What follows belongs to an exercise in optimizing a design on an open flow for small area; a production flow would make more cautious choices. Function was checked by simulation only, so behaviour that the tests miss may differ from the original. Power and IR drop assume default switching activity.

**flow/config.mk**
```make
export PLATFORM = sky130hd
export DESIGN_NAME = elephent
export DESIGN_NICKNAME = elephent
export VERILOG_FILES = /design/flow/design.v
export SDC_FILE = /design/flow/constraint.sdc
export NUM_CORES = 4
export LEC_CHECK = 0
export CAP_MARGIN = 20
export CORE_MARGIN = 2
export CORE_UTILIZATION = 40
export SLEW_MARGIN = 20
```
**flow/constraint.sdc**
```tcl
create_clock -name core_clock -period 10.0 [get_ports {clk}]
set_input_delay 2.0000 -clock core_clock [delete_from_list [all_inputs] [get_ports {clk}]]
set_output_delay 2.0000 -clock core_clock [all_outputs]
set_load 0.01 [all_outputs]
```
**flow/design.v**
```verilog
`timescale 1ns / 1ps
module elephent(
    input	clk,
	 input	rst,
	 input	onoff,
	 output o
	 );
	parameter clk_hz = 500000;
	parameter doo = (clk_hz/262/2);
	parameter re = (clk_hz/294/2);
	parameter mi = (clk_hz/330/2);
	parameter fa = (clk_hz/349/2);
	parameter sol = (clk_hz/392/2);
	parameter la = (clk_hz/440/2);
	parameter si = (clk_hz/494/2);
	parameter step = (clk_hz/5);
	reg s_do,s_re,s_mi,s_fa,s_sol,s_la,s_si;
	reg [31:0] cnt1,cnt2,cnt3,cnt4,cnt5,cnt6,cnt7;
	reg sp;
	assign	o = sp;
	always@(posedge clk)
	begin
		if(rst) cnt1 <= 0; else
		if(cnt1 == 0) cnt1 <= doo-1; else cnt1 <= cnt1-1;
	end
	always@(posedge clk) if(rst) s_do <= 0; else if(cnt1 == 0) s_do <= ~s_do;
	always@(posedge clk)
	begin
		if(rst) cnt2 <= 0; else
		if(cnt2 == 0) cnt2 <= re-1; else cnt2 <= cnt2-1;
	end
	always@(posedge clk) if(rst) s_re <= 0; else if(cnt2 == 0) s_re <= ~s_re;
	always@(posedge clk)
	begin
		if(rst) cnt3 <= 0; else
		if(cnt3 == 0) cnt3 <= mi-1; else cnt3 <= cnt3-1;
	end
	always@(posedge clk) if(rst) s_mi <= 0; else if(cnt3 == 0) s_mi <= ~s_mi;
	always@(posedge clk)
	begin
		if(rst) cnt4 <= 0; else
		if(cnt4 == 0) cnt4 <= fa-1; else cnt4 <= cnt4-1;
	end
	always@(posedge clk) if(rst) s_fa <= 0; else if(cnt4 == 0) s_fa <= ~s_fa;
	always@(posedge clk)
	begin
		if(rst) cnt5 <= 0; else
		if(cnt5 == 0) cnt5 <= sol-1; else cnt5 <= cnt5-1;
	end
	always@(posedge clk) if(rst) s_sol <= 0; else if(cnt5 == 0) s_sol <= ~s_sol;
	always@(posedge clk)
	begin
		if(rst) cnt6 <= 0; else
		if(cnt6 == 0) cnt6 <= la-1; else cnt6 <= cnt6-1;
	end
	always@(posedge clk) if(rst) s_la <= 0; else if(cnt6 == 0) s_la <= ~s_la;
	always@(posedge clk)
	begin
		if(rst) cnt7 <= 0; else
		if(cnt7 == 0) cnt7 <= si-1; else cnt7 <= cnt7-1;
	end
	always@(posedge clk) if(rst) s_si <= 0; else if(cnt7 == 0) s_si <= ~s_si;
	reg[6:0] state;
	always@(*)
		if(onoff == 0) sp=0;
		else
			begin
				case (state)
				8 : sp=s_sol; 
				16 : sp=s_sol; 
				24 : sp=s_sol; 
				34 : sp=s_sol;
				36 : sp=s_mi; 
				38 : sp=s_re; 
				40 : sp=s_mi; 
				42 : sp=s_sol;
				44 : sp=s_do; 
				50 : sp=s_sol; 
				52 : sp=s_mi; 
				54 : sp=s_re;
				56 : sp=s_mi; 
				58 : sp=s_do; 
				60 : sp=s_re; 
				62 : sp=s_do; 
				64 : sp=s_la; 
				66 : sp=s_do;
				68 : sp=s_do; 
				70 : sp=s_la; 
				72 : sp=s_sol; 
				75 : sp=s_do;
				78 : sp=s_do; 
				80 : sp=s_la; 
				82 : sp=s_do; 
				83 : sp=s_do;
				84 : sp=s_do; 
				86 : sp=s_la; 
				88 : sp=s_sol; 
				90 : sp=s_do;
				94 : sp=s_sol; 
				96 : sp=s_la; 
				98 : sp=s_sol; 
				100 : sp=s_mi;
				104 : sp=s_re; 
				108 : sp=s_do; 
				default : sp=0;
			endcase
		end
	reg [31:0] cnt;
	always@(posedge clk)
	if(rst) begin state <= 0; cnt <= 0; end else
	if(onoff ==0) state <=0; else
	begin
		if(cnt == step) begin state <= state+1; cnt <=0; end
		else cnt <= cnt+1;
	end
endmodule
```
**flow/run.sh**
```bash
#!/bin/bash
# synth_recipe.tcl (not shown) runs the flow's synth.tcl, then flattens the netlist and writes it again
# the make line also repeats each setting of config.mk as NAME=value (left out here)
make -C /OpenROAD-flow-scripts/flow DESIGN_CONFIG=/design/flow/config.mk WORK_HOME=/design/flow/orfs CLKGATE_MAP_FILE= SYNTH_SCRIPT=/design/flow/synth_recipe.tcl finish
```
==> results of run 1 <==
==> state kept, by name, summed over array words and instances, names as in the netlist <==
signal,count
cnt,32
cnt1,32
cnt2,32
cnt3,32
cnt5,32
cnt6,32
s_do,1
s_la,1
s_mi,1
s_re,1
s_sol,1
state,7
==> layout by cell type (no fill, tap or decap), types with 3 or more instances in the layout <==
master	n
o41ai_1	3
nor4b_1	4
nand4b_1	7
clkbuf_16	25
nor3_1	53
or2_2	7
a21oi_1	45
nand2_1	47
inv_1	22
dfxtp_1	204
nand3b_1	8
nor4bb_1	3
mux2i_1	3
o31ai_1	5
and3_1	4
and3b_1	3
xor2_1	46
ha_1	15
nand4_1	19
nor4_1	70
clkbuf_1	4
a31oi_1	7
nand2b_1	11
nor3b_1	3
nand3_1	31
or4_4	3
o21ai_0	16
clkinvlp_4	3
nor2_1	206
xnor2_1	124
clkinv_2	6
or3_1	37
or4_1	21
==> power by group through the flow <==
stage               registers (mW)  clock network [mW]  logic [mW]
floorplan                     1.30                   0        1.49
global placement              1.36                   0        1.72
detailed placement            1.37                   0        1.73
CTS                           1.36               0.867        1.75
global route                  1.40               0.898        1.98
finish                        1.36               0.834        1.73
==> layer usage <==
metal  GRT usage  vias up
met5           0        -
met4      0.0467        0
met1       0.191     3311
met2       0.233       62
li1            -     3739
met3      0.0237       26
==> cells by family (layout without fill, tap and decap cells) <==
logic type / Yosys count / after routing / synth area share
multiplexers: 3 / 3 / 0.00321
buffers and inverters: 69 / 70 / 0.0360
AO/OA/AOI/OAI: 86 / 86 / 0.0527
flip-flops: 204 / 204 / 0.436
adder cells (fa/ha/maj): 15 / 15 / 0.0201
XOR/XNOR: 170 / 170 / 0.159
AND/OR/NAND/NOR: 538 / 538 / 0.292
==> worst paths after layout <==
kind | startpoint | to | slack, ns | cells after the start
worst max register to register | cnt1[7] | cnt1[12] | 6.64 | 5
worst max-delay path | onoff | o | 4.49 | 4
worst min-delay path | cnt3[0] | cnt3[0] | 0.46 | 1
worst min register to register | cnt3[0] | cnt3[0] | 0.46 | 1
==> area by class of cell <==
class / instances / share of cell area
clock buffer: 31 / 0.0649
sequential: 204 / 0.396
timing repair buffer: 5 / 0.00389
inverter: 22 / 0.00802
clock inverter: 12 / 0.00972
tap: 313 / 0.0380
multi-input combinational: 812 / 0.479
==> stage by stage <==
stage	hold WS (ns)	worst slack (ns)	std cells
global route	0.479	4.42	1399
floorplan	0.426	5.39	1085
detailed placement	0.449	4.52	1356
finish	0.458	4.49	1399
global placement	0.444	4.45	1356
CTS	0.457	4.50	1399
==> worst max-delay path, delay by kind of cell <==
| kind | cells | cell delay (ns) |
|---|---|---|
| AO/OA/AOI/OAI | 1 | 0.16 |
| buffers and inverters | 3 | 1.35 |
==> run_results.csv, run 1 <==
group,metric,value,unit
global_route,grt-ovfl-total,0,
logic_synthesis,yosysTopAreaCell,"dfxtp_1",
pwr,power.leakage,3.71,nW
worst_setup_path,cp_common_cell,"clkdlybuf4s50_1",
cells_and_area,area_growth,10.1,%
floorplan,die_area,0.0246,sq mm
sta,fmax,181,MHz
clock_tree,cts_tree,"built",
place,place.gp.congestion,0.788,
logic_synthesis,synthMostInstantiatedCell,"nor2_1",
pwr,p_comb_frac,0.442,
worst_setup_path,worst-setup-path-type,"in2out",
logic_synthesis,synth_flop_cell,"dfxtp_1",
cells_and_area,drive_above_1_share,0.0497,
drt,post-route-drc-count,0,
clock_tree,cts_made_buffers,24,
logic_synthesis,syn_nets,1103,
logic_synthesis,async_reset_ff_frac,0,
floorplan,fp.dieW,157,um
global_route,first_global_vias,6723,
global_route,track_usage,0.142,
drt,wl_per_cell,12.2,um
logic_synthesis,synth_edf_count,0,
drt,wl_met2,7.56,mm
drt,wl_met3,486,um
hold_path,hold_class,"reg2reg",
pwr,switchingPower,1.57,mW
worst_setup_path,slowest_stage,"clkdlybuf4s50_1",
logic_synthesis,ys_ff_latch,204,
sta,relSlewSlack,0.344,
floorplan,num_rows,55,
worst_setup_path,crit_path_end_kind,"primary output",
clock_tree,worst_setup_hold_path_clk_slew,0.05,ns
clock_tree,cts_resized,0,
floorplan,core,0.0228,sq mm
clock_tree,clock-sinks,204,
cells_and_area,n_antenna_cell,0,
logic_synthesis,ys_top_cells_by_count,"nor2_1 (206), dfxtp_1 (204), xnor2_1 (124)",
drt,drt-vias-per-instance,5.10,
clock_tree,cts_max_level,1,
sta,rsz0062_at_grt,"no",
cells_and_area,finalInstanceArea,0.0103,sq mm
floorplan,io-pin-count,4,
pwr,p_int,2.35,mW
floorplan,initial_core_util,0.411,
pwr,swShare,0.400,
drt,vias,7138,
drt,drt_pass1_iterations,4,
cells_and_area,register_area,0.00408,sq mm
clock_tree,postCtsSetupRepairBufs,0,
logic_synthesis,ys_top_cells_by_area,"dfxtp_1 (44%), xnor2_1 (12%), nor2_1 (8.3%)",
worst_setup_path,cpPeakStageDelay,0.66,ns
worst_setup_path,critPathRequiredTime,8.00,ns
place,port_buffers,3,
logic_synthesis,yosysWarnings,1,
cells_and_area,final_nets,1087,
cells_and_area,final_core_util,0.452,
global_route,grt_max_degree,50,
pwr,p_clk_frac,0.213,
logic_synthesis,synth_cells,1085,
cells_and_area,n_fill_cell,2231,
logic_synthesis,synth_cell_types,45,
job,max_cap_violations,0,
sta,final-hold-violation-count,0,
worst_setup_path,crit_chain,"clkdlybuf4s50_1, inv_1, a31oi_1, clkdlybuf4s50_1",
sta,period_share,0.551,
sta,worstMarginPinSlew,0.982,ns
worst_setup_path,crit_fanout,10,
place,dpl_cell_area,0.00953,sq mm
place,place_hpwl,10.9,mm
drt,wl,17.1,mm
sta,fin_crit,5.51,ns
cells_and_area,multi_input_area,0.00494,sq mm
pwr,powerDensity,381,mW/mm^2
logic_synthesis,synth_top_area_share,0.436,
floorplan,die_h,157,um
drt,top_layer,"met4",
logic_synthesis,yosysSeqAreaShare,0.436,
global_route,grt_pass1_wl,30.2,mm
drt,dr.first_iter.drc_count,314,
sta,fin_tns_setup,0,ns
global_route,antenna_found_initial,0,
clock_tree,ctsRootBufferMaster,"clkbuf_16",
pwr,seqPwrFrac,0.346,
drt,ant_nets,0,
sta,skew,0.0133,ns
clock_tree,clkLatencyLatePin,0.51,ns
pwr,power.total,3.92,mW
clock_tree,cts_hold_buf,0,
sta,slew_violations,0,
sta,setup_viol,0,
logic_synthesis,syn_area,0.00936,sq mm
clock_tree,clk_path_buf_depth,3,
logic_synthesis,synth.avg_cell_area,8.62,sq um
worst_setup_path,worstPathArrival,3.51,ns
run_status,outcome,"complete, no violations",
pwr,peakVddDrop,0.193,mV
worst_setup_path,cp-start-kind,"input pin",
drt,wl_met1,8.73,mm
==> run 2, diff against run 1 <==
==> flow/design.v (replaced) <==
module elephent(
    input  clk,
    input  rst,
    input  onoff,
    output o
);
    reg [9:0] y_do; reg s_do;
    wire [9:0] x_do = y_do ^ 10'b1010101010;
    wire j_do = (x_do & 10'b0011111111) == 10'b0011111111;
    wire [9:0] n_do = {x_do[8:0], x_do[2] ^ x_do[9]};
    wire [9:0] m_do = {n_do[9], n_do[8], n_do[7], n_do[6], n_do[5], n_do[4], n_do[3], n_do[2], n_do[1], (j_do ? 1'b0 : n_do[0])};
    always @(posedge clk) begin
        if (rst) begin y_do <= 10'b1001010101; s_do <= 1'b0; end
        else begin y_do <= m_do ^ 10'b1010101010; s_do <= s_do ^ j_do; end
    end
    reg [9:0] y_re; reg s_re;
    wire [9:0] x_re = y_re ^ 10'b1010101010;
    wire j_re = (x_re & 10'b0111111111) == 10'b0110010001;
    wire [9:0] n_re = {x_re[8:0], x_re[0] ^ x_re[9]};
    wire [9:0] m_re = {n_re[9], n_re[8], n_re[7], n_re[6], n_re[5], n_re[4], n_re[3], n_re[2], n_re[1], (j_re ? 1'b1 : n_re[0])};
    always @(posedge clk) begin
        if (rst) begin y_re <= 10'b0100111011; s_re <= 1'b0; end
        else begin y_re <= m_re ^ 10'b1010101010; s_re <= s_re ^ j_re; end
    end
    reg [9:0] y_mi; reg s_mi;
    wire [9:0] x_mi = y_mi ^ 10'b1010101010;
    wire j_mi = (x_mi & 10'b1011011011) == 10'b0010010010;
    wire [9:0] n_mi = {x_mi[8:0], x_mi[0] ^ x_mi[9]};
    wire [9:0] m_mi = {n_mi[9], n_mi[8], n_mi[7], n_mi[6], n_mi[5], n_mi[4], (j_mi ? 1'b0 : n_mi[3]), n_mi[2], n_mi[1], n_mi[0]};
    always @(posedge clk) begin
        if (rst) begin y_mi <= 10'b1000011100; s_mi <= 1'b0; end
        else begin y_mi <= m_mi ^ 10'b1010101010; s_mi <= s_mi ^ j_mi; end
    end
    reg [9:0] y_sol; reg s_sol;
    wire [9:0] x_sol = y_sol ^ 10'b1010101010;
    wire j_sol = (x_sol & 10'b0111111011) == 10'b0010110010;
    wire [9:0] n_sol = {x_sol[8:0], x_sol[2] ^ x_sol[9]};
    wire [9:0] m_sol = {n_sol[9], n_sol[8], n_sol[7], n_sol[6], n_sol[5], n_sol[4], n_sol[3], n_sol[2], n_sol[1], (j_sol ? 1'b0 : n_sol[0])};
    always @(posedge clk) begin
        if (rst) begin y_sol <= 10'b0000011000; s_sol <= 1'b0; end
        else begin y_sol <= m_sol ^ 10'b1010101010; s_sol <= s_sol ^ j_sol; end
    end
    reg [9:0] y_la; reg s_la;
    wire [9:0] x_la = y_la ^ 10'b1010101010;
    wire j_la = (x_la & 10'b1101111001) == 10'b0000001000;
    wire [9:0] n_la = {x_la[8:0], x_la[0] ^ x_la[9]};
    wire [9:0] m_la = {n_la[9], n_la[8], n_la[7], n_la[6], n_la[5], n_la[4], n_la[3], n_la[2], n_la[1], (j_la ? 1'b1 : n_la[0])};
    always @(posedge clk) begin
        if (rst) begin y_la <= 10'b1010100100; s_la <= 1'b0; end
        else begin y_la <= m_la ^ 10'b1010101010; s_la <= s_la ^ j_la; end
    end
    reg [6:0] state;
    reg [16:0] cnt;
    always @(posedge clk)
        if (rst) begin state <= 0; cnt <= 0; end
        else if (!onoff) state <= 0;
        else if (cnt == 100000) begin state <= state + 1; cnt <= 0; end
        else cnt <= cnt + 1;
    reg sp;
    always @(*)
        if (!onoff) sp = 0;
        else case (state)
            8,16,24,34,42,50,72,88,94,98: sp = s_sol;
            36,40,52,56,100: sp = s_mi;
            38,54,60,104: sp = s_re;
            64,70,80,86,96: sp = s_la;
            44,58,62,66,68,75,78,82,83,84,90,108: sp = s_do;
            default: sp = 0;
        endcase
    assign o = sp;
endmodule
==> run 2 against run 1 <==
Global-route usage shrank 1.9 points. Sequential power is 75% lower. Setup slack better by 0.060 ns. Register-to-register slack better by 1.6 ns. Die area down 67%. First-iteration DRC count shrank 73%. Final area is 68% lower. Clock power is 71% lower. Non-clock buffer count down 1. Sequential share of layout area rose by 8.1 points. Largest cell class is now flip-flops and latches. Highest routed layer unchanged.
==> run_results.csv, run 2 <==
group,metric,value,unit
logic_synthesis,synth_cell_types,47,
floorplan,io-pin-count,4,
clock_tree,ctsRootBufferMaster,"clkbuf_8",
clock_tree,clock-sinks,79,
pwr,power.leakage,1.22,nW
cells_and_area,largest_reg_flops,17,
pwr,p_comb_frac,0.045,
drt,post-route-drc-count,0,
logic_synthesis,yosysWarnings,1,
logic_synthesis,yosysSeqAreaShare,0.525,
pwr,switchingPower,0.144,mW
hold_path,hold_class,"reg2reg",
sta,rsz0062_at_grt,"no",
worst_setup_path,worst-setup-path-type,"in2out",
logic_synthesis,synthMostInstantiatedCell,"dfxtp_1",
pwr,p_clk_frac,0.395,
logic_synthesis,syn_area,0.00301,sq mm
cells_and_area,final_cell_mix,"dfxtp_1 (79), nor2_1 (59), nand2b_1 (21), xor2_1 (18), nand2_1 (14)",
logic_synthesis,synth_flop_cell,"dfxtp_1",
cells_and_area,register_area,0.00158,sq mm
cells_and_area,max_flop_register,"cnt",
clock_tree,cts_resized,0,
place,place_hpwl,3.05,mm
drt,ant_nets,0,
logic_synthesis,ys_ff_latch,79,
logic_synthesis,synth_top_area_share,0.525,
clock_tree,clk_path_buf_depth,2,
logic_synthesis,synth_edf_count,0,
pwr,seqPwrFrac,0.561,
sta,fmax,183,MHz
drt,drt-vias-per-instance,4.73,
logic_synthesis,synth_cells,313,
floorplan,core,0.00729,sq mm
sta,period_share,0.545,
run_status,outcome,"complete, no violations",
place,port_buffers,3,
place,place.gp.congestion,0.807,
sta,slew_violations,0,
global_route,grt-ovfl-total,0,
sta,worstMarginPinSlew,0.515,ns
job,max_cap_violations,0,
clock_tree,cts_hold_buf,0,
sta,fin_tns_setup,0,ns
global_route,grt_pass1_wl,8.22,mm
cells_and_area,multi_input_area,0.00132,sq mm
global_route,antenna_found_initial,0,
worst_setup_path,crit_path_end_kind,"primary output",
drt,dr.first_iter.drc_count,84,
pwr,powerDensity,183,mW/mm^2
drt,drt_pass1_iterations,4,
clock_tree,postCtsSetupRepairBufs,0,
logic_synthesis,ys_top_cells_by_area,"dfxtp_1 (52%), nor2_1 (7.4%), xor2_1 (5.2%)",
clock_tree,clkLatencyLatePin,0.35,ns
cells_and_area,drive_above_1_share,0.0878,
logic_synthesis,ys_top_cells_by_count,"dfxtp_1 (79), nor2_1 (59), nand2b_1 (21)",
floorplan,initial_core_util,0.413,
global_route,first_global_vias,1837,
sta,fin_hold_ws,0.381,ns
cells_and_area,n_fill_cell,737,
logic_synthesis,syn_nets,321,
cells_and_area,n_antenna_cell,0,
pwr,swShare,0.237,
clock_tree,worst_setup_hold_path_clk_slew,0.08,ns
floorplan,fp.dieW,90.8,um
global_route,grt_max_degree,59,
sta,fin_crit,5.45,ns
cells_and_area,final_nets,322,
cells_and_area,mostFrequentLayoutCell,"dfxtp_1",
logic_synthesis,synth.avg_cell_area,9.63,sq um
floorplan,die_area,0.00824,sq mm
sta,final-hold-violation-count,0,
drt,wl,4.62,mm
worst_setup_path,crit_fanout,9,
worst_setup_path,worstPathArrival,3.45,ns
sta,relSlewSlack,0.656,
worst_setup_path,critPathRequiredTime,8.00,ns
floorplan,die_h,90.8,um
floorplan,num_rows,31,
logic_synthesis,async_reset_ff_frac,0,
cells_and_area,area_growth,9.84,%
sta,skew,0.00998,ns
clock_tree,cts_max_level,3,
sta,setup_viol,0,
drt,vias,1979,
pwr,p_int,0.463,mW
clock_tree,cts_made_buffers,9,
logic_synthesis,yosysTopAreaCell,"dfxtp_1",
pwr,peakVddDrop,0.0617,mV
clock_tree,cts_tree,"built",
worst_setup_path,cp-start-kind,"input pin",
drt,wl_per_cell,11.1,um
global_route,track_usage,0.124,
## run 2: changes by cell type after synthesis, moves of 11 or more
cell and delta:
clkbuf_1 -13, nor2_1 -147, inv_1 -11, nand3_1 -25, nor4_1 -68, a21oi_1 -38
or3_1 -32, dfxtp_1 -125, nor3_1 -52, xor2_1 -28, nand2_1 -33, or4_1 -20
xnor2_1 -112
## run 2: cell type report
type,instances,area share
sequential,79,0.478
multi-input combinational,209,0.399
clock buffer,9,0.0374
tap,99,0.0374
clock inverter,7,0.0242
inverter,11,0.0125
timing repair buffer,4,0.0113
## run 2: cell families (layout without fill, tap and decap cells)
| family | count (synthesis) | in the layout | synth area share |
|---|---|---|---|
| AND/OR/NAND/NOR | 148 | 148 | 0.275 |
| adder cells (fa/ha/maj) | 5 | 5 | 0.0208 |
| AO/OA/AOI/OAI | 26 | 26 | 0.0561 |
| flip-flops | 79 | 79 | 0.525 |
| XOR/XNOR | 30 | 30 | 0.0872 |
| buffers and inverters | 25 | 31 | 0.0365 |
## run 2: power by group through the flow
stage | Combinational [mW] | Clock (mW) | Sequential [mW]
finish | 0.0270 | 0.239 | 0.340
global route | 0.0315 | 0.260 | 0.342
CTS | 0.0277 | 0.247 | 0.340
detailed placement | 0.0275 | 0 | 0.347
global placement | 0.0270 | 0 | 0.348
floorplan | 0.0235 | 0 | 0.345
## run 2: through the flow
| stage | instance area [sq um] | power (mW) | cells | util | setup WS [ns] |
|---|---|---|---|---|---|
| 3_3_place_gp | 3110 | 0.375 | 402 | 0.426 | 4.54 |
| 6_report | 3310 | 0.607 | 418 | 0.454 | 4.55 |
| 5_1_grt | 3310 | 0.634 | 418 | 0.454 | 4.49 |
| 2_1_floorplan | 3010 | 0.368 | 313 | - | 5.69 |
| 4_1_cts | 3310 | 0.615 | 418 | 0.454 | 4.54 |
| 3_5_place_dp | 3110 | 0.375 | 402 | 0.426 | 4.55 |
## run 2: routing by layer
layer	GRT usage	vias to the layer above	wire length, um
met2	0.177	19	1880
met3	0.0301	9	110
li1	-	1049	-
met1	0.168	902	2510
met5	0	-	0
met4	0.0758	0	123
## run 2: critical path, stage by stage
cell	delay (ns)
clkdlybuf4s50_1	0.69
o41a_1	0.23
clkdlybuf4s50_1	0.53
## run 2: worst paths after layout
| check | start | endpoint | slack, ns | depth (start not counted) |
|---|---|---|---|---|
| setup / recovery | onoff | o | 4.55 | 3 |
| setup reg to reg | cnt[0] | cnt[16] | 8.25 | 6 |
| hold / removal | y_la[1] | y_la[2] | 0.38 | 1 |
| hold reg to reg | y_la[1] | y_la[2] | 0.38 | 1 |
==> run 3, diff against run 2 <==
--- a/flow/config.mk
+++ b/flow/config.mk
@@ -5,6 +5,7 @@
 export SDC_FILE = /design/flow/constraint.sdc
 export NUM_CORES = 4
 export LEC_CHECK = 0
+export ABC_AREA = 1
 export CAP_MARGIN = 20
 export CORE_MARGIN = 2
 export CORE_UTILIZATION = 40
==> run 3 against run 2 <==
Synthesized cell count grew 28%. Global-route usage grew 2.5 points. Clock-buffer cell count is the same. Final area grew 5.1%. Routed wire length grew 21%. Cell count grew 23%. Register-to-register slack gained 0.19 ns. Combinational power shrank 5%. Clock skew grew 0.0071 ns. Clock power is essentially flat. Flip-flop and latch count is the same.
==> run_results.csv, run 3 <==
group,metric,value,unit
cells_and_area,max_flop_register,"cnt",
floorplan,core,0.00765,sq mm
worst_setup_path,slowest_stage,"clkdlybuf4s50_1",
sta,setup_viol,0,
sta,fin_crit,5.26,ns
drt,wl,5.59,mm
cells_and_area,area_growth,10.7,%
logic_synthesis,synthMostInstantiatedCell,"nand2_1",
cells_and_area,final_core_util,0.455,
sta,slew_violations,0,
global_route,antenna_found_initial,0,
pwr,power.leakage,1.42,nW
logic_synthesis,synth_top_area_share,0.504,
clock_tree,cts_made_buffers,9,
global_route,track_usage,0.149,
logic_synthesis,synth.avg_cell_area,7.81,sq um
sta,relSlewSlack,0.459,
logic_synthesis,ys_top_cells_by_area,"dfxtp_1 (50%), nand2_1 (9.6%), nor2_1 (8.5%)",
floorplan,io-pin-count,4,
cells_and_area,largest_reg_flops,17,
cells_and_area,final_nets,417,
floorplan,die_area,0.00858,sq mm
hold_path,hold_class,"reg2reg",
logic_synthesis,ys_ff_latch,79,
drt,wl_per_cell,10.8,um
clock_tree,clkLatencyLatePin,0.35,ns
pwr,powerDensity,174,mW/mm^2
global_route,grt_pass1_wl,10.1,mm
pwr,peakVddDrop,0.137,mV
worst_setup_path,cp-start-kind,"input pin",
logic_synthesis,ys_top_cells_by_count,"nand2_1 (80), dfxtp_1 (79), nor2_1 (71)",
run_status,outcome,"complete, no violations",
logic_synthesis,synth_flop_cell,"dfxtp_1",
sta,worstMarginPinSlew,0.810,ns
job,max_cap_violations,0,
logic_synthesis,yosysTopAreaCell,"dfxtp_1",
floorplan,num_rows,32,
drt,drt_pass1_iterations,4,
worst_setup_path,crit_chain,"clkdlybuf4s50_1, nand2_1, inv_1, clkdlybuf4s50_1",
place,place_hpwl,3.87,mm
drt,post-route-drc-count,0,
sta,skew,0.0171,ns
sta,fmax,190,MHz
clock_tree,cts_tree,"built",
clock_tree,clk_path_buf_depth,2,
worst_setup_path,cp_common_cell,"clkdlybuf4s50_1",
clock_tree,postCtsSetupRepairBufs,0,
logic_synthesis,synth_cells,402,
sta,fin_tns_setup,0,ns
worst_setup_path,cpPeakStageDelay,0.57,ns
sta,period_share,0.526,
cells_and_area,n_antenna_cell,0,
clock_tree,cts_hold_buf,0,
floorplan,die_h,92.6,um
worst_setup_path,worst-setup-path-type,"in2out",
logic_synthesis,syn_area,0.00314,sq mm
logic_synthesis,yosysSeqAreaShare,0.504,
global_route,grt_max_degree,38,
place,place.gp.congestion,0.853,
drt,vias,2454,
sta,final-hold-violation-count,0,
worst_setup_path,crit_path_end_kind,"primary output",
cells_and_area,mostFrequentLayoutCell,"nand2_1",
worst_setup_path,crit_fanout,5,
worst_setup_path,worstPathArrival,3.26,ns
logic_synthesis,async_reset_ff_frac,0,
cells_and_area,n_fill_cell,738,
clock_tree,ctsRootBufferMaster,"clkbuf_8",
clock_tree,worst_setup_hold_path_clk_slew,0.08,ns
clock_tree,cts_resized,0,
global_route,grt-ovfl-total,0,
logic_synthesis,synth_edf_count,0,
worst_setup_path,critPathRequiredTime,8.00,ns
clock_tree,clock-sinks,79,
logic_synthesis,syn_nets,410,
drt,ant_nets,0,
logic_synthesis,synth_cell_types,31,
floorplan,fp.dieW,92.6,um
place,port_buffers,3,
clock_tree,cts_max_level,3,
cells_and_area,multi_input_area,0.00136,sq mm
cells_and_area,register_area,0.00158,sq mm
global_route,first_global_vias,2288,
drt,drt-vias-per-instance,4.76,
sta,rsz0062_at_grt,"no",
drt,dr.first_iter.drc_count,97,
floorplan,initial_core_util,0.411,
cells_and_area,final_cell_mix,"nand2_1 (80), dfxtp_1 (79), nor2_1 (71), inv_1 (42), nand3_1 (27)",
logic_synthesis,yosysWarnings,1,
cells_and_area,drive_above_1_share,0.0797,
-- run 3: metal layers --
layer	GRT usage	vias up	wire length, um
li1	-	1294	-
met1	0.195	1120	2850
met2	0.228	29	2420
met3	0.0317	11	177
met4	0.0821	0	140
met5	0	-	0
-- run 3: critical path: cells and delay by family --
| family | cells | cell delay, ns |
|---|---|---|
| buffers and inverters | 3 | 1.17 |
| and+or+nand+nor | 1 | 0.09 |
-- run 3: cell type report --
type                    instances  area share
clock buffers                   9      0.0356
clock inverters                 7      0.0230
inverters                      44      0.0479
multi-input cells             271       0.391
flip-flops and latches         79       0.455
well taps                     102      0.0367
repair buffers                  4      0.0108
-- run 3: path summary, 6_finish.rpt --
path         slack [ns]    start       to  cells past startpoint
max                4.74    onoff        o                      4
min                0.37  y_la[1]  y_la[2]                      1
max reg2reg        8.44   cnt[0]  cnt[10]                      9
min reg2reg        0.37  y_la[1]  y_la[2]                      1
-- run 3: through the flow --
| stage | worst slack [ns] | total power, mW | cells | instance area [sq um] | hold slack, ns |
|---|---|---|---|---|---|
| 2_1_floorplan | 5.89 | 0.363 | 402 | 3140 | 0.352 |
| 3_5_place_dp | 4.74 | 0.371 | 500 | 3270 | 0.358 |
| 3_3_place_gp | 4.74 | 0.370 | 500 | 3270 | 0.354 |
| 5_1_grt | 4.65 | 0.630 | 516 | 3480 | 0.379 |
| 4_1_cts | 4.73 | 0.611 | 516 | 3480 | 0.376 |
| 6_report | 4.74 | 0.604 | 516 | 3480 | 0.374 |
-- run 3: cells by family after synthesis --
family,Yosys count,synth area share
buffers and inverters,52,0.0633
AOI/OAI and AO/OA,33,0.0562
and+or+nand+nor,219,0.318
xor gates and xnor gates,14,0.0390
adders and majority gates,5,0.0199
DFF,79,0.504
-- run 3: report_power, final --
group,leakage (nW),internal (mW),switching [mW],total [mW]
Sequential,0.650,0.330,0.00840,0.338
Combinational,0.672,0.0103,0.0153,0.0256
Clock,0.102,0.118,0.122,0.241
==> run 4, diff against run 3 <==
--- a/flow/design.v
+++ b/flow/design.v
@@ -49,22 +49,27 @@
         if (rst) begin y_la <= 10'b1010100100; s_la <= 1'b0; end
         else begin y_la <= m_la ^ 10'b1010101010; s_la <= s_la ^ j_la; end
     end
-    reg [6:0] state;
-    reg [16:0] cnt;
+    reg [16:0] yc;
+    wire [16:0] xc = yc ^ 17'b11011000111111111;
+    wire last = (xc & 17'b11111101111111101) == 17'b01101101011111101;
+    wire [16:0] nc = {xc[15:0], xc[11] ^ xc[16]};
+    wire [16:0] mc = {nc[16], nc[15], nc[14], nc[13], nc[12], nc[11], (last ? 1'b0 : nc[10]), nc[9], nc[8], nc[7], nc[6], nc[5], nc[4], nc[3], nc[2], nc[1], nc[0]};
     always @(posedge clk)
-        if (rst) begin state <= 0; cnt <= 0; end
-        else if (!onoff) state <= 0;
-        else if (cnt == 100000) begin state <= state + 1; cnt <= 0; end
-        else cnt <= cnt + 1;
+        if (rst) yc <= 0;
+        else if (onoff) yc <= mc ^ 17'b11011000111111111;
+    reg [6:0] code;
+    always @(posedge clk)
+        if (rst || !onoff) code <= 7'd0;
+        else if (last) code <= code + 7'd1;
     reg sp;
     always @(*)
         if (!onoff) sp = 0;
-        else case (state)
-            8,16,24,34,42,50,72,88,94,98: sp = s_sol;
-            36,40,52,56,100: sp = s_mi;
-            38,54,60,104: sp = s_re;
-            64,70,80,86,96: sp = s_la;
-            44,58,62,66,68,75,78,82,83,84,90,108: sp = s_do;
+        else case (code)
+            8, 16, 24, 34, 42, 50, 72, 88, 94, 98: sp = s_sol;
+            36, 40, 52, 56, 100: sp = s_mi;
+            38, 54, 60, 104: sp = s_re;
+            64, 70, 80, 86, 96: sp = s_la;
+            44, 58, 62, 66, 68, 75, 78, 82, 83, 84, 90, 108: sp = s_do;
             default: sp = 0;
         endcase
     assign o = sp;
==> flow/flow/run.sh (new file) <==
#!/bin/bash
# Own layout flow: the standard flow (standard.sh), with two changes:
#  - synthesis is the standard synthesis script with ABC's mapping script replaced by an
#    area-oriented one (flow/area.abc); registers are mapped before ABC, so their names and
#    cells are those of the standard synthesis;
#  - clock tree synthesis without dummy loads.
set -euo pipefail
W=$(pwd)
cat > "$W/own_synth.tcl" <<EOT
proc abc {args} {
  set i [lsearch -exact \$args -script]
  if {\$i >= 0} { set args [lreplace \$args \$i [expr {\$i + 1}] -script $W/flow/area.abc] }
  yosys abc {*}\$args
}
source $W/synth_recipe.tcl
EOT
bash "$W/standard.sh" "SYNTH_SCRIPT=$W/own_synth.tcl" \
  "CTS_ARGS=-sink_clustering_enable -repair_clock_nets -dont_use_dummy_load" \
  finish > "$W/flow_make.log" 2>&1
==> flow/flow/area.abc (new file) <==
strash
dch
amap
topo
==> flow/standard.sh (new file) <==
#!/bin/bash
# synth_recipe.tcl (not shown) runs the flow's synth.tcl, then flattens the netlist and writes it again
# the make line also repeats each setting of config.mk as NAME=value (left out here)
make -C /OpenROAD-flow-scripts/flow DESIGN_CONFIG=/design/flow/config.mk WORK_HOME=/design/flow/orfs CLKGATE_MAP_FILE= SYNTH_SCRIPT=/design/flow/synth_recipe.tcl "${@:-finish}"
--- a/flow/config.mk
+++ b/flow/config.mk
@@ -5,7 +5,6 @@
 export SDC_FILE = /design/flow/constraint.sdc
 export NUM_CORES = 4
 export LEC_CHECK = 0
-export ABC_AREA = 1
 export CAP_MARGIN = 20
 export CORE_MARGIN = 2
 export CORE_UTILIZATION = 40
removed: flow/run.sh
==> run 4 against run 3 <==
Register-to-register slack worse by 0.67 ns. Setup slack got worse by 1.0 ns. Hold slack worse by 0.0083 ns. Flip-flop and latch count unchanged. Maximum frequency decreased by 16%. Total power fell by 11%. Clock-buffer cell count is the same. Sequential power barely moved. Clock power down 28%. First-iteration DRC count down 30%. Routed wire length decreased by 19%. Largest power group unchanged.
==> run_results.csv, run 4 <==
group,metric,value,unit
worst_setup_path,worst-setup-path-type,"in2out",
drt,drt-vias-per-instance,5.16,
clock_tree,clock-sinks,79,
sta,slew_violations,0,
pwr,p_int,0.422,mW
pwr,switchingPower,0.117,mW
logic_synthesis,muxShareOfSynthArea,0,
logic_synthesis,synth_flop_cell,"dfxtp_1",
worst_setup_path,worstPathArrival,4.26,ns
drt,post-route-drc-count,0,
sta,fin_tns_setup,0,ns
logic_synthesis,synth_top_family_by_area,"simple AND/OR/NAND/NOR gates",
drt,vias,1929,
worst_setup_path,cp_common_cell,"clkdlybuf4s50_1",
run_status,outcome,"complete, no violations",
cells_and_area,final_nets,305,
drt,dr.first_iter.drc_count,68,
floorplan,io-pin-count,4,
logic_synthesis,synth.avg_cell_area,9.27,sq um
hold_path,hold_class,"reg2reg",
logic_synthesis,async_reset_ff_frac,0,
pwr,peakVddDrop,0.0831,mV
logic_synthesis,ys_ff_latch,79,
worst_setup_path,cp-start-kind,"input pin",
logic_synthesis,ys_top_cells_by_count,"dfxtp_1 (79), nor2_1 (66), nand2_1 (24)",
drt,wl_per_cell,12.2,um
clock_tree,clk_path_buf_depth,2,
logic_synthesis,synth_adder_area_share,0.0143,
sta,worstMarginPinSlew,0.685,ns
pwr,power.leakage,1.06,nW
clock_tree,postCtsSetupRepairBufs,0,
pwr,powerDensity,187,mW/mm^2
logic_synthesis,synth_xor_xnor_area_share,0,
floorplan,num_rows,29,
drt,drt_pass1_iterations,4,
worst_setup_path,cpPeakStageDelay,0.89,ns
place,place_hpwl,3.01,mm
logic_synthesis,synth_cells,284,
drt,wl,4.56,mm
drt,ant_nets,0,
logic_synthesis,yosysSeqAreaShare,0.601,
pwr,p_clk_frac,0.322,
place,port_buffers,3,
cells_and_area,n_antenna_cell,0,
logic_synthesis,syn_area,0.00263,sq mm
sta,rsz0062_at_grt,"no",
global_route,grt_max_degree,49,
cells_and_area,area_growth,9.60,%
sta,setup_viol,0,
clock_tree,cts_tree,"built",
global_route,antenna_found_initial,0,
logic_synthesis,synth_edf_count,0,
logic_synthesis,synth_compound_area_frac,0.148,
worst_setup_path,slowest_stage,"clkdlybuf4s50_1",
cells_and_area,mostFrequentLayoutCell,"dfxtp_1",
logic_synthesis,synthSimpleGateAreaFrac,0.207,
global_route,grt_pass1_wl,8.28,mm
sta,relSlewSlack,0.532,
clock_tree,cts_max_level,3,
floorplan,die_h,85.1,um
pwr,swShare,0.217,
logic_synthesis,yosysTopAreaCell,"dfxtp_1",
logic_synthesis,syn_nets,290,
clock_tree,clkLatencyLatePin,0.34,ns
sta,skew,0.0176,ns
cells_and_area,final_cell_mix,"dfxtp_1 (79), nor2_1 (66), nand2_1 (24), clkinv_1 (21), o21ai_0 (12)",
global_route,track_usage,0.144,
sta,period_share,0.626,
floorplan,die_area,0.00725,sq mm
worst_setup_path,crit_fanout,20,
logic_synthesis,synth_top_area_share,0.601,
floorplan,fp.dieW,85.1,um
global_route,grt-ovfl-total,0,
place,place.gp.congestion,0.799,
worst_setup_path,critPathRequiredTime,8.00,ns
sta,final-hold-violation-count,0,
clock_tree,cts_resized,0,
clock_tree,cts_made_buffers,9,
cells_and_area,drive_above_1_share,0.0370,
cells_and_area,max_flop_register,"yc",
sta,fin_crit,6.26,ns
clock_tree,worst_setup_hold_path_clk_slew,0.08,ns
sta,fmax,160,MHz
worst_setup_path,crit_path_end_kind,"primary output",
cells_and_area,largest_reg_flops,17,
logic_synthesis,synth_cell_types,32,
cells_and_area,final_core_util,0.454,
logic_synthesis,synthMostInstantiatedCell,"dfxtp_1",
pwr,p_comb_frac,0.047,
floorplan,initial_core_util,0.415,
pwr,seqPwrFrac,0.631,
logic_synthesis,yosysWarnings,1,
floorplan,core,0.00635,sq mm
job,max_cap_violations,0,
logic_synthesis,ys_top_cells_by_area,"dfxtp_1 (60%), nor2_1 (9.4%), nand2_1 (3.4%)",
clock_tree,ctsRootBufferMaster,"clkbuf_8",
clock_tree,cts_hold_buf,0,
worst_setup_path,crit_chain,"clkdlybuf4s50_1, clkinv_1, nor2_1, clkdlybuf4s50_1",
global_route,first_global_vias,1891,
## run 4: critical path, delay by kind of cell
family | cells | cell delay, ns
buffers and inverters | 3 | 2.02
and+or+nand+nor | 1 | 0.25
## run 4: layer usage
metal,vias up,routed length [um],GRT usage
met5,-,0,0
met4,0,78,0.0779
met3,7,168,0.0467
met2,25,1960,0.212
met1,883,2350,0.188
li1,1014,-,-
## run 4: worst paths after layout
path / start / endpoint / slack, ns / depth (start not counted)
worst max-delay path: onoff / o / 3.74 / 4
worst min-delay path: y_mi[2] / y_mi[3] / 0.37 / 1
worst max register to register: yc[16] / code[6] / 7.77 / 10
worst min register to register: y_mi[2] / y_mi[3] / 0.37 / 1
## run 4: kinds of logic (layout without fill, tap and decap cells)
group	after synthesis	in the layout
AND/OR/NAND/NOR	123	123
flip-flops	79	79
AO/OA/AOI/OAI	58	58
buffers and inverters	21	34
adder cells (fa/ha/maj)	3	3
## run 4: layout make-up
class	instances	area, sq um
clock buffer	9	124
fill	604	3460
inverter	21	78.8
multi-input combinational	184	972
sequential	79	1580
tap	77	96.3
timing repair buffer	4	32.5
## run 4: metrics by stage
stage                     worst slack, ns  hold slack [ns]  std cells  area, sq um  power (mW)
after detailed placement             3.77            0.360        365         2760       0.373
after global routing                 3.55            0.377        374         2890       0.565
after global placement               3.83            0.354        365         2760       0.372
after CTS                            3.77            0.372        374         2890       0.548
final                                3.74            0.366        374         2890       0.539
after floorplan                      5.49            0.343        284         2630       0.362
## run 4: power by group through the flow
stage                     Combinational, mW  Sequential [mW]  Clock, mW
after global placement               0.0252            0.347          0
final                                0.0254            0.340      0.173
after global routing                 0.0298            0.342      0.193
after CTS                            0.0261            0.340      0.182
after detailed placement             0.0260            0.347          0
after floorplan                      0.0175            0.345          0
==> run 5, diff against run 4 <==
--- a/flow/flow/run.sh
+++ b/flow/flow/run.sh
@@ -15,5 +15,5 @@
 source $W/synth_recipe.tcl
 EOT
 bash "$W/standard.sh" "SYNTH_SCRIPT=$W/own_synth.tcl" \
-  "CTS_ARGS=-sink_clustering_enable -repair_clock_nets -dont_use_dummy_load" \
+  "CTS_ARGS=-sink_clustering_enable -repair_clock_nets -dont_use_dummy_load -buf_list sky130_fd_sc_hd__clkbuf_2 -root_buf sky130_fd_sc_hd__clkbuf_4 -sink_clustering_size 12 -sink_clustering_max_diameter 60" \
   finish > "$W/flow_make.log" 2>&1
==> run 5 against run 4 <==
Via count grew 0.73%. Sequential share of layout area grew 1.1 points. First-iteration DRC count grew 16%. Still clean on timing, DRC and antenna. Total power shrank 7.9%. Global-route usage shrank 0.14 points.
==> run_results.csv, run 5 <==
group,metric,value,unit
worst_setup_path,crit_path_end_kind,"primary output",
place,place.gp.congestion,0.799,
worst_setup_path,cp-start-kind,"input pin",
global_route,antenna_found_initial,0,
worst_setup_path,crit_fanout,20,
logic_synthesis,yosysWarnings,1,
cells_and_area,area_growth,7.46,%
clock_tree,clk_path_buf_depth,2,
cells_and_area,multi_input_area,972,sq um
logic_synthesis,async_reset_ff_frac,0,
clock_tree,cts_tree,"built",
cells_and_area,register_area,0.00158,sq mm
logic_synthesis,synth_cells,284,
global_route,grt-ovfl-total,0,
floorplan,fp.dieW,85.1,um
logic_synthesis,ys_top_cells_by_area,"dfxtp_1 (60%), nor2_1 (9.4%), nand2_1 (3.4%)",
cells_and_area,n_fill_cell,620,
sta,fin_crit,6.25,ns
sta,final-hold-violation-count,0,
logic_synthesis,ys_ff_latch,79,
pwr,powerDensity,175,mW/mm^2
pwr,peakVddDrop,0.0987,mV
place,port_buffers,3,
cells_and_area,final_nets,305,
clock_tree,postCtsSetupRepairBufs,0,
worst_setup_path,worstPathArrival,4.25,ns
floorplan,num_rows,29,
drt,wl_per_cell,12.3,um
clock_tree,ctsRootBufferMaster,"clkbuf_4",
hold_path,hold_class,"reg2reg",
pwr,seqPwrFrac,0.685,
pwr,p_comb_frac,0.051,
drt,ant_nets,0,
logic_synthesis,synth_flop_cell,"dfxtp_1",
clock_tree,clock-sinks,79,
logic_synthesis,yosysTopAreaCell,"dfxtp_1",
cells_and_area,n_antenna_cell,0,
clock_tree,cts_resized,0,
pwr,power.leakage,1.04,nW
clock_tree,cts_hold_buf,0,
logic_synthesis,syn_area,0.00263,sq mm
drt,drt_pass1_iterations,4,
clock_tree,worst_setup_hold_path_clk_slew,0.12,ns
sta,relSlewSlack,0.516,
sta,fmax,160,MHz
drt,wl,4.59,mm
floorplan,die_h,85.1,um
pwr,swShare,0.228,
cells_and_area,largest_reg_flops,17,
sta,setup_viol,0,
cells_and_area,drive_above_1_share,0.0370,
sta,fin_tns_setup,0,ns
drt,vias,1943,
sta,period_share,0.625,
drt,post-route-drc-count,0,
clock_tree,cts_max_level,3,
logic_synthesis,syn_nets,290,
floorplan,core,0.00635,sq mm
sta,worstMarginPinSlew,0.708,ns
cells_and_area,finalInstanceArea,0.00283,sq mm
pwr,p_int,0.383,mW
cells_and_area,max_flop_register,"yc",
run_status,outcome,"complete, no violations",
place,place_hpwl,3.01,mm
floorplan,die_area,0.00725,sq mm
job,max_cap_violations,0,
global_route,track_usage,0.143,
sta,rsz0062_at_grt,"no",
global_route,grt_pass1_wl,8.24,mm
clock_tree,clkLatencyLatePin,0.41,ns
logic_synthesis,ys_top_cells_by_count,"dfxtp_1 (79), nor2_1 (66), nand2_1 (24)",
place,dpl_cell_area,0.00276,sq mm
cells_and_area,mostFrequentLayoutCell,"dfxtp_1",
logic_synthesis,yosysSeqAreaShare,0.601,
logic_synthesis,synth_top_area_share,0.601,
sta,skew,0.0269,ns
global_route,first_global_vias,1884,
logic_synthesis,synthMostInstantiatedCell,"dfxtp_1",
pwr,switchingPower,0.113,mW
pwr,p_clk_frac,0.264,
drt,dr.first_iter.drc_count,79,
sta,slew_violations,0,
floorplan,initial_core_util,0.415,
floorplan,io-pin-count,4,
worst_setup_path,critPathRequiredTime,8.00,ns
drt,drt-vias-per-instance,5.20,
logic_synthesis,synth_cell_types,32,
clock_tree,cts_made_buffers,9,
cells_and_area,final_cell_mix,"dfxtp_1 (79), nor2_1 (66), nand2_1 (24), clkinv_1 (21), o21ai_0 (12)",
logic_synthesis,synth.avg_cell_area,9.27,sq um
logic_synthesis,synth_edf_count,0,
global_route,grt_max_degree,49,
worst_setup_path,worst-setup-path-type,"in2out",
[run 5: area by class of cell]
type,count,area share
Inverter,21,0.0279
Sequential cell,79,0.559
Multi-Input combinational cell,184,0.344
Timing Repair Buffer,4,0.0115
Tap cell,77,0.0341
Clock buffer,9,0.0239
[run 5: power by group through the flow]
stage          combinational [mW]  clock, mW  sequential [mW]
2_1_floorplan              0.0175          0            0.345
3_3_place_gp               0.0252          0            0.347
3_5_place_dp               0.0260          0            0.347
4_1_cts                    0.0262      0.138            0.340
5_1_grt                    0.0298      0.149            0.342
6_report                   0.0255      0.131            0.340
[run 5: path summary, 6_finish.rpt]
check	start	endpoint	slack (ns)	cells after the start
hold reg to reg	y_la[1]	y_la[2]	0.37	1
hold / removal	y_la[1]	y_la[2]	0.37	1
setup reg to reg	yc[16]	code[6]	7.77	10
setup / recovery	onoff	o	3.75	4
[run 5: metal layers]
metal	track usage	wire length, um	up-vias	part of all wire
li1	-	-	1017	-
met4	0.0693	72	0	0.016
met5	0	0	-	0
met3	0.0467	203	6	0.044
met2	0.210	1960	32	0.43
met1	0.190	2360	888	0.51
[run 5: logic make-up after synthesis]
group | count (synthesis) | share of synthesized area
buf+inv | 21 | 0.0299
flops | 79 | 0.601
fa+ha+maj | 3 | 0.0143
compound gates | 58 | 0.148
simple gates | 123 | 0.207
[run 5: per-stage QoR]
stage	util	std cells	hold slack [ns]	power, mW	setup WS [ns]
6_report	0.446	374	0.367	0.496	3.75
4_1_cts	0.446	374	0.373	0.504	3.77
5_1_grt	0.446	374	0.381	0.521	3.55
3_3_place_gp	0.435	365	0.354	0.372	3.83
2_1_floorplan	-	284	0.343	0.362	5.49
3_5_place_dp	0.435	365	0.360	0.373	3.77
[run 5: worst max-delay path: stages]
cell,delay [ns]
clkdlybuf4s50_1,0.86
clkinv_1,0.57
nor2_1,0.25
clkdlybuf4s50_1,0.56
==> run 6, diff against run 5 <==
--- a/flow/flow/run.sh
+++ b/flow/flow/run.sh
@@ -15,5 +15,5 @@
 source $W/synth_recipe.tcl
 EOT
 bash "$W/standard.sh" "SYNTH_SCRIPT=$W/own_synth.tcl" \
-  "CTS_ARGS=-sink_clustering_enable -repair_clock_nets -dont_use_dummy_load -buf_list sky130_fd_sc_hd__clkbuf_2 -root_buf sky130_fd_sc_hd__clkbuf_4 -sink_clustering_size 12 -sink_clustering_max_diameter 60" \
+  "CTS_ARGS=-sink_clustering_enable -repair_clock_nets -dont_use_dummy_load -buf_list sky130_fd_sc_hd__clkbuf_4 -root_buf sky130_fd_sc_hd__clkbuf_4 -sink_clustering_size 20 -sink_clustering_max_diameter 100" \
   finish > "$W/flow_make.log" 2>&1
==> run 6 against run 5 <==
Still clean on timing, DRC and antenna. Core utilization is the same. Flip-flop and latch count stayed put. Sequential share of layout area did not move. First-iteration DRC count did not move. Critical endpoint unchanged. Largest power group unchanged. Highest routed layer unchanged.
==> run_results.csv, run 6 <==
group,metric,value,unit
drt,post-route-drc-count,0,
floorplan,io-pin-count,4,
logic_synthesis,synth_top_area_share,0.601,
clock_tree,postCtsSetupRepairBufs,0,
logic_synthesis,synthMostInstantiatedCell,"dfxtp_1",
worst_setup_path,crit_fanout,20,
worst_setup_path,worstPathArrival,4.25,ns
sta,fin_hold_ws,0.367,ns
run_status,outcome,"complete, no violations",
logic_synthesis,yosysWarnings,1,
worst_setup_path,slowest_stage,"clkdlybuf4s50_1",
global_route,grt_pass1_wl,8.24,mm
drt,drt-vias-per-instance,5.20,
sta,relSlewSlack,0.516,
logic_synthesis,ys_ff_latch,79,
drt,ant_nets,0,
worst_setup_path,crit_chain,"clkdlybuf4s50_1, clkinv_1, nor2_1, clkdlybuf4s50_1",
clock_tree,cts_hold_buf,0,
job,max_cap_violations,0,
pwr,powerDensity,175,mW/mm^2
sta,worstMarginPinSlew,0.708,ns
floorplan,num_rows,29,
sta,skew,0.0269,ns
global_route,track_usage,0.143,
cells_and_area,final_cell_mix,"dfxtp_1 (79), nor2_1 (66), nand2_1 (24), clkinv_1 (21), o21ai_0 (12)",
logic_synthesis,async_reset_ff_frac,0,
clock_tree,clk_path_buf_depth,2,
place,place_hpwl,3.01,mm
floorplan,initial_core_util,0.415,
cells_and_area,n_antenna_cell,0,
worst_setup_path,cpPeakStageDelay,0.86,ns
global_route,grt_max_degree,49,
logic_synthesis,ys_top_cells_by_count,"dfxtp_1 (79), nor2_1 (66), nand2_1 (24)",
logic_synthesis,yosysTopAreaCell,"dfxtp_1",
logic_synthesis,syn_area,0.00263,sq mm
floorplan,fp.dieW,85.1,um
sta,slew_violations,0,
worst_setup_path,critPathRequiredTime,8.00,ns
clock_tree,cts_max_level,3,
worst_setup_path,cp_common_cell,"clkdlybuf4s50_1",
logic_synthesis,synth.avg_cell_area,9.27,sq um
logic_synthesis,yosysSeqAreaShare,0.601,
cells_and_area,largest_reg_flops,17,
floorplan,core,0.00635,sq mm
drt,drt_pass1_iterations,4,
place,place.gp.congestion,0.799,
drt,dr.first_iter.drc_count,79,
pwr,power.leakage,1.04,nW
sta,final-hold-violation-count,0,
clock_tree,worst_setup_hold_path_clk_slew,0.12,ns
drt,vias,1943,
drt,wl,4.59,mm
sta,rsz0062_at_grt,"no",
global_route,first_global_vias,1884,
global_route,grt-ovfl-total,0,
logic_synthesis,syn_nets,290,
place,port_buffers,3,
hold_path,hold_class,"reg2reg",
sta,fin_tns_setup,0,ns
floorplan,die_area,0.00725,sq mm
clock_tree,clock-sinks,79,
worst_setup_path,crit_path_end_kind,"primary output",
logic_synthesis,synth_cells,284,
sta,setup_viol,0,
cells_and_area,drive_above_1_share,0.0370,
worst_setup_path,cp-start-kind,"input pin",
sta,fin_crit,6.25,ns
floorplan,die_h,85.1,um
logic_synthesis,synth_cell_types,32,
sta,period_share,0.625,
sta,setup_ws,3.75,ns
place,pre_cts_slack,3.77,ns
cells_and_area,final_nets,305,
pwr,peakVddDrop,0.0987,mV
clock_tree,cts_resized,0,
worst_setup_path,worst-setup-path-type,"in2out",
clock_tree,clkLatencyLatePin,0.41,ns
cells_and_area,max_flop_register,"yc",
clock_tree,ctsRootBufferMaster,"clkbuf_4",
clock_tree,cts_tree,"built",
sta,fmax,160,MHz
drt,wl_per_cell,12.3,um
cells_and_area,area_growth,7.46,%
clock_tree,cts_made_buffers,9,
logic_synthesis,synth_edf_count,0,
global_route,antenna_found_initial,0,
logic_synthesis,synth_flop_cell,"dfxtp_1",
logic_synthesis,ys_top_cells_by_area,"dfxtp_1 (60%), nor2_1 (9.4%), nand2_1 (3.4%)",
cells_and_area,mostFrequentLayoutCell,"dfxtp_1",
run 6: through the flow:
step / instance area, sq um / std cells / power, mW / util
2_1_floorplan: 2630 / 284 / 0.362 / -
3_3_place_gp: 2760 / 365 / 0.372 / 0.435
3_5_place_dp: 2760 / 365 / 0.373 / 0.435
4_1_cts: 2830 / 374 / 0.504 / 0.446
5_1_grt: 2830 / 374 / 0.521 / 0.446
6_report: 2830 / 374 / 0.496 / 0.446
run 6: layout make-up:
| type | instances | area [sq um] |
|---|---|---|
| clock buffer | 9 | 67.6 |
| fill | 620 | 3520 |
| inverter | 21 | 78.8 |
| multi-input combinational | 184 | 972 |
| sequential | 79 | 1580 |
| tap | 77 | 96.3 |
| timing repair buffer | 4 | 32.5 |
run 6: path summary, 6_finish.rpt:
kind | from | slack (ns) | cells after the start | to
max | onoff | 3.75 | 4 | o
min | y_la[1] | 0.37 | 1 | y_la[2]
max reg2reg | yc[16] | 7.77 | 10 | code[6]
min reg2reg | y_la[1] | 0.37 | 1 | y_la[2]
run 6: logic make-up after synthesis:
kind of cell / count (synthesis) / share of synthesized area
simple gates: 123 / 0.207
flops: 79 / 0.601
compound gates: 58 / 0.148
buf+inv: 21 / 0.0299
fa+ha+maj: 3 / 0.0143
run 6: power breakdown:
group          leakage [nW]  switching, mW  internal [mW]
Combinational         0.343         0.0154         0.0102
Sequential            0.652        0.00889          0.331
Clock                0.0414         0.0890         0.0419
run 6: critical path, delay by kind of cell:
kind                   cells  cell delay, ns
buffers and inverters      3            1.99
and+or+nand+nor            1            0.25
run 6: routing by layer:
metal,part of all wire,global-route usage,up-vias
met2,0.43,0.210,32
met3,0.044,0.0467,6
li1,-,-,1017
met1,0.51,0.190,888
met4,0.016,0.0693,0
met5,0,0,-
==> run 7, diff against run 6 <==
==> flow/flow/area.abc (replaced) <==
strash
&get -n
&deepsyn -T 60
&put
dc2
dch
amap
topo
--- a/flow/config.mk
+++ b/flow/config.mk
@@ -7,5 +7,5 @@
 export LEC_CHECK = 0
 export CAP_MARGIN = 20
 export CORE_MARGIN = 2
-export CORE_UTILIZATION = 40
+export CORE_UTILIZATION = 75
 export SLEW_MARGIN = 20
==> run 7 against run 6 <==
Still clean on timing, DRC and antenna. First-iteration DRC count increased by 110%. Sequential power about the same. Maximum frequency rose by 18%. Non-clock buffer count did not move. Critical endpoint unchanged. Highest routed layer unchanged.
==> run_results.csv, run 7 <==
group,metric,value,unit
run_status,outcome,"complete, no violations",
sta,fmax,188,MHz
logic_synthesis,yosysTopAreaCell,"dfxtp_1",
clock_tree,cts_max_level,3,
cells_and_area,final_cell_mix,"dfxtp_1 (79), nor2_1 (59), clkinv_1 (33), nand2_1 (26), o22ai_1 (16)",
sta,fin_crit,5.31,ns
clock_tree,ctsRootBufferMaster,"clkbuf_4",
pwr,peakVddDrop,0.146,mV
logic_synthesis,synth_flop_cell,"dfxtp_1",
floorplan,die_area,0.00392,sq mm
drt,ant_nets,0,
cells_and_area,largest_reg_flops,17,
logic_synthesis,yosysSeqAreaShare,0.614,
clock_tree,worst_setup_hold_path_clk_slew,0.12,ns
pwr,powerDensity,182,mW/mm^2
worst_setup_path,cpPeakStageDelay,0.55,ns
global_route,antenna_found_initial,0,
sta,skew,0.0285,ns
global_route,track_usage,0.285,
sta,relSlewSlack,0.495,
sta,rsz0062_at_grt,"no",
clock_tree,postCtsSetupRepairBufs,0,
global_route,grt_max_degree,37,
drt,post-route-drc-count,0,
drt,dr.first_iter.drc_count,166,
worst_setup_path,slowest_stage,"clkdlybuf4s50_1",
logic_synthesis,syn_area,0.00257,sq mm
cells_and_area,max_flop_register,"yc",
drt,drt_pass1_iterations,4,
cells_and_area,n_antenna_cell,0,
worst_setup_path,cp-start-kind,"input pin",
worst_setup_path,cp_common_cell,"clkdlybuf4s50_1",
clock_tree,cts_hold_buf,0,
floorplan,num_rows,21,
worst_setup_path,worst-setup-path-type,"in2out",
worst_setup_path,crit_path_end_kind,"primary output",
logic_synthesis,ys_top_cells_by_count,"dfxtp_1 (79), nor2_1 (59), clkinv_1 (33)",
cells_and_area,final_cells,337,
pwr,power.leakage,0.998,nW
drt,vias,1955,
place,place.gp.congestion,0.832,
cells_and_area,finalInstanceArea,0.00274,sq mm
clock_tree,cts_resized,0,
drt,drt-vias-per-instance,5.80,
sta,final-hold-violation-count,0,
place,place_hpwl,3.06,mm
worst_setup_path,crit_chain,"clkdlybuf4s50_1, clkinv_1, a31oi_1, clkdlybuf4s50_1",
floorplan,die_h,62.6,um
drt,wl,4.90,mm
logic_synthesis,synth_edf_count,0,
sta,slew_violations,0,
logic_synthesis,synth_cells,278,
global_route,grt-ovfl-total,0,
cells_and_area,mostFrequentLayoutCell,"dfxtp_1",
worst_setup_path,critPathRequiredTime,8.00,ns
floorplan,io-pin-count,4,
drt,wl_per_cell,14.5,um
logic_synthesis,synth.avg_cell_area,9.26,sq um
place,numPlacedInstances,328,
floorplan,initial_core_util,0.778,
logic_synthesis,ys_ff_latch,79,
worst_setup_path,worstPathArrival,3.31,ns
hold_path,hold_class,"reg2reg",
sta,setup_viol,0,
clock_tree,clock-sinks,79,
place,port_buffers,3,
sta,fin_tns_setup,0,ns
worst_setup_path,cp_top_family,"buffers and inverters",
sta,worstMarginPinSlew,0.755,ns
logic_synthesis,syn_nets,284,
worst_setup_path,crit_fanout,3,
sta,period_share,0.531,
logic_synthesis,yosysWarnings,1,
floorplan,core,0.00331,sq mm
place,dpl_cell_area,0.00267,sq mm
logic_synthesis,synth_cell_types,28,
logic_synthesis,synthMostInstantiatedCell,"dfxtp_1",
cells_and_area,final_nets,299,
global_route,grt_pass1_wl,8.48,mm
global_route,first_global_vias,1949,
job,max_cap_violations,0,
logic_synthesis,synth_top_area_share,0.614,
worst_setup_path,crit_buf_inv,3,
logic_synthesis,ys_top_cells_by_area,"dfxtp_1 (61%), nor2_1 (8.6%), clkinv_1 (4.8%)",
clock_tree,cts_made_buffers,9,
clock_tree,clk_path_buf_depth,2,
logic_synthesis,async_reset_ff_frac,0,
pwr,power.total,0.499,mW
cells_and_area,drive_above_1_share,0.0344,
cells_and_area,area_growth,6.32,%
clock_tree,clkLatencyLatePin,0.42,ns
floorplan,fp.dieW,62.6,um
clock_tree,cts_tree,"built",
==> run 7: changes by cell type in the layout (fill, tap and decap cells not counted), sizes merged, moves of 3 or more <==
cell,previous run,this run
nand4,3,8
clkinv,21,33
nor3,6,9
a22oi,11,1
nor2,66,59
o22ai,2,16
a21oi,11,5
o21ai,12,2
==> run 7: cell type report <==
cell class                 instances  area, sq um
tap                               46         57.6
sequential                        79         1580
multi-input combinational        166          870
fill                             205          573
inverter                          33          124
clock buffer                       9         67.6
timing repair buffer               4         37.5
==> run 7: power by group <==
group	switching [mW]	total (mW)	leakage, nW	internal (mW)
Combinational	0.0166	0.0271	0.305	0.0104
Clock	0.0892	0.131	0.0414	0.0418
Sequential	0.0104	0.341	0.651	0.331
==> run 7: final timing paths <==
path	cells after the start	slack (ns)	start	end
min reg2reg	1	0.38	y_do[5]	y_do[6]
max reg2reg	9	7.68	yc[9]	code[5]
min	1	0.38	y_do[5]	y_do[6]
max	4	4.69	onoff	o
==> run 7: kinds of logic after synthesis <==
| kind of cell | Yosys count | share of synthesized area |
|---|---|---|
| flops | 79 | 0.614 |
| compound gates | 45 | 0.121 |
| buf+inv | 33 | 0.0481 |
| simple gates | 117 | 0.199 |
| xor+xnor | 1 | 0.00340 |
| fa+ha+maj | 3 | 0.0146 |
==> run 7: metal layers <==
layer / track usage / routed length [um] / vias to the layer above
li1: - / - / 984
met1: 0.343 / 2190 / 915
met2: 0.470 / 2380 / 49
met3: 0.0973 / 246 / 7
met4: 0.114 / 76 / 0
met5: 0 / 0 / -
==> run 7: metrics by stage <==
step | hold slack (ns) | worst slack, ns | utilization
after floorplan | 0.343 | 5.71 | -
after global placement | 0.349 | 4.74 | 0.807
after detailed placement | 0.353 | 4.68 | 0.807
after CTS | 0.382 | 4.68 | 0.827
after global routing | 0.386 | 4.59 | 0.827
final | 0.380 | 4.69 | 0.827
==> run 8, diff against run 7 <==
--- a/flow/flow/run.sh
+++ b/flow/flow/run.sh
@@ -15,5 +15,5 @@
 source $W/synth_recipe.tcl
 EOT
 bash "$W/standard.sh" "SYNTH_SCRIPT=$W/own_synth.tcl" \
-  "CTS_ARGS=-sink_clustering_enable -repair_clock_nets -dont_use_dummy_load -buf_list sky130_fd_sc_hd__clkbuf_4 -root_buf sky130_fd_sc_hd__clkbuf_4 -sink_clustering_size 20 -sink_clustering_max_diameter 100" \
+  "CTS_ARGS=-sink_clustering_enable -repair_clock_nets -dont_use_dummy_load -buf_list sky130_fd_sc_hd__clkbuf_4 -root_buf sky130_fd_sc_hd__clkbuf_8 -sink_clustering_size 8 -sink_clustering_max_diameter 40" \
   finish > "$W/flow_make.log" 2>&1
==> flow/flow/area.abc (replaced) <==
strash
dch
amap
topo
--- a/flow/config.mk
+++ b/flow/config.mk
@@ -7,5 +7,5 @@
 export LEC_CHECK = 0
 export CAP_MARGIN = 20
 export CORE_MARGIN = 2
-export CORE_UTILIZATION = 75
+export CORE_UTILIZATION = 40
 export SLEW_MARGIN = 20
==> run 8 against run 7 <==
Core utilization shrank 37 points. Register-to-register slack gained 0.09 ns. Area after synthesis grew 2.2%. Cell count grew 11%. First-iteration DRC count shrank 59%. Total power grew 7.9%. Sequential power is essentially flat. Setup slack lost 0.95 ns. Combinational power shrank 6%. Routed wire length shrank 7.0%. Flip-flop and latch count is the same.
==> run_results.csv, run 8 <==
group,metric,value,unit
run_status,outcome,"complete, no violations",
floorplan,core,0.00635,sq mm
drt,vias,1929,
sta,final-hold-violation-count,0,
drt,wl_met3,168,um
worst_setup_path,worstPathArrival,4.26,ns
hold_path,hold_class,"reg2reg",
sta,worstMarginPinSlew,0.685,ns
place,dpl_cell_area,0.00276,sq mm
clock_tree,postCtsSetupRepairBufs,0,
global_route,first_global_vias,1891,
logic_synthesis,syn_area,0.00263,sq mm
worst_setup_path,worst-setup-path-type,"in2out",
cells_and_area,drive_above_1_share,0.0370,
logic_synthesis,synth_flop_cell,"dfxtp_1",
clock_tree,clkLatencyLatePin,0.34,ns
clock_tree,cts_max_level,3,
sta,skew,0.0176,ns
logic_synthesis,yosysTopAreaCell,"dfxtp_1",
drt,wl,4.56,mm
sta,relSlewSlack,0.532,
sta,setup_viol,0,
global_route,grt-ovfl-total,0,
logic_synthesis,ys_top_cells_by_area,"dfxtp_1 (60%), nor2_1 (9.4%), nand2_1 (3.4%)",
cells_and_area,mostFrequentLayoutCell,"dfxtp_1",
worst_setup_path,cp-start-kind,"input pin",
drt,ant_nets,0,
worst_setup_path,critPathRequiredTime,8.00,ns
logic_synthesis,yosysSeqAreaShare,0.601,
cells_and_area,largest_reg_flops,17,
drt,dr.first_iter.drc_count,68,
drt,wl_per_cell,12.2,um
global_route,grt_pass1_wl,8.28,mm
drt,drt_pass1_iterations,4,
clock_tree,ctsRootBufferMaster,"clkbuf_8",
floorplan,fp.dieW,85.1,um
clock_tree,clock-sinks,79,
cells_and_area,final_cells,374,
logic_synthesis,synth_compound_area_frac,0.148,
drt,wl_met2,1.96,mm
logic_synthesis,async_reset_ff_frac,0,
logic_synthesis,syn_nets,290,
worst_setup_path,timing.rr.start,"yc[16]",
logic_synthesis,synth_cell_types,32,
worst_setup_path,crit_fanout,20,
worst_setup_path,crit_path_end_kind,"primary output",
floorplan,initial_core_util,0.415,
worst_setup_path,critPathLaunch,"onoff",
pwr,power.total,0.539,mW
floorplan,die_area,0.00725,sq mm
global_route,antenna_found_initial,0,
logic_synthesis,synthMostInstantiatedCell,"dfxtp_1",
clock_tree,cts_made_buffers,9,
logic_synthesis,synth.avg_cell_area,9.27,sq um
logic_synthesis,muxShareOfSynthArea,0,
clock_tree,cts_hold_buf,0,
floorplan,die_h,85.1,um
cells_and_area,finalInstanceArea,0.00289,sq mm
global_route,track_usage,0.144,
logic_synthesis,synth_top_area_share,0.601,
pwr,powerDensity,187,mW/mm^2
sta,slew_violations,0,
drt,top_layer,"met4",
clock_tree,clk_path_buf_depth,2,
cells_and_area,final_nets,305,
logic_synthesis,ys_top_cells_by_count,"dfxtp_1 (79), nor2_1 (66), nand2_1 (24)",
logic_synthesis,synth_cells,284,
job,max_cap_violations,0,
clock_tree,worst_setup_hold_path_clk_slew,0.08,ns
logic_synthesis,yosysWarnings,1,
cells_and_area,final_core_util,0.454,
-- run 8: cell types whose count changed in the layout (fill, tap and decap cells not counted), sizes merged, moves of 3 or more --
| cell | delta |
|---|---|
| a22oi | +10 |
| a21oi | +6 |
| nand4 | -5 |
| o21ai | +10 |
| clkinv | -12 |
| nor3 | -3 |
| nor2 | +7 |
| o22ai | -14 |
-- run 8: critical path: stages --
cell,delay (ns)
clkdlybuf4s50_1,0.89
clkinv_1,0.57
nor2_1,0.25
clkdlybuf4s50_1,0.56
-- run 8: cell type report --
type,count,area [sq um]
clock buffers,9,124
well taps,77,96.3
multi-input cells,184,972
inverters,21,78.8
fillers,604,3460
repair buffers,4,32.5
flip-flops and latches,79,1580
-- run 8: power breakdown --
group	internal [mW]	switching (mW)	total, mW
logic	0.0102	0.0153	0.0254
clock network	0.0803	0.0931	0.173
registers	0.331	0.00890	0.340
total	0.422	0.117	0.539
-- run 8: path summary, 6_finish.rpt --
path | depth (start not counted) | to | slack, ns
worst max-delay path | 4 | o | 3.74
worst min-delay path | 1 | y_mi[3] | 0.37
worst max register to register | 10 | code[6] | 7.77
worst min register to register | 1 | y_mi[3] | 0.37
-- run 8: cell families after synthesis --
family / after synthesis
buffers and inverters: 21
AOI/OAI and AO/OA: 58
and+or+nand+nor: 123
adders and majority gates: 3
DFF: 79
-- run 8: routing by layer --
metal | global-route usage | vias up
li1 | - | 1014
met1 | 0.188 | 883
met2 | 0.212 | 25
met3 | 0.0467 | 7
met4 | 0.0779 | 0
met5 | 0 | -
-- run 8: stage by stage --
| step | hold WS (ns) | worst slack, ns |
|---|---|---|
| finish | 0.366 | 3.74 |
| global route | 0.377 | 3.55 |
| CTS | 0.372 | 3.77 |
| detailed placement | 0.360 | 3.77 |
| global placement | 0.354 | 3.83 |
| floorplan | 0.343 | 5.49 |

Setup slack of run 8, layout unchanged: 3.735 ns with ideal ports, 3.713 ns with driving cells assumed (clock clkbuf_16, inputs buf_2), 3.713 ns with port delays also shifted by the 0.359 ns mid clock arrival.
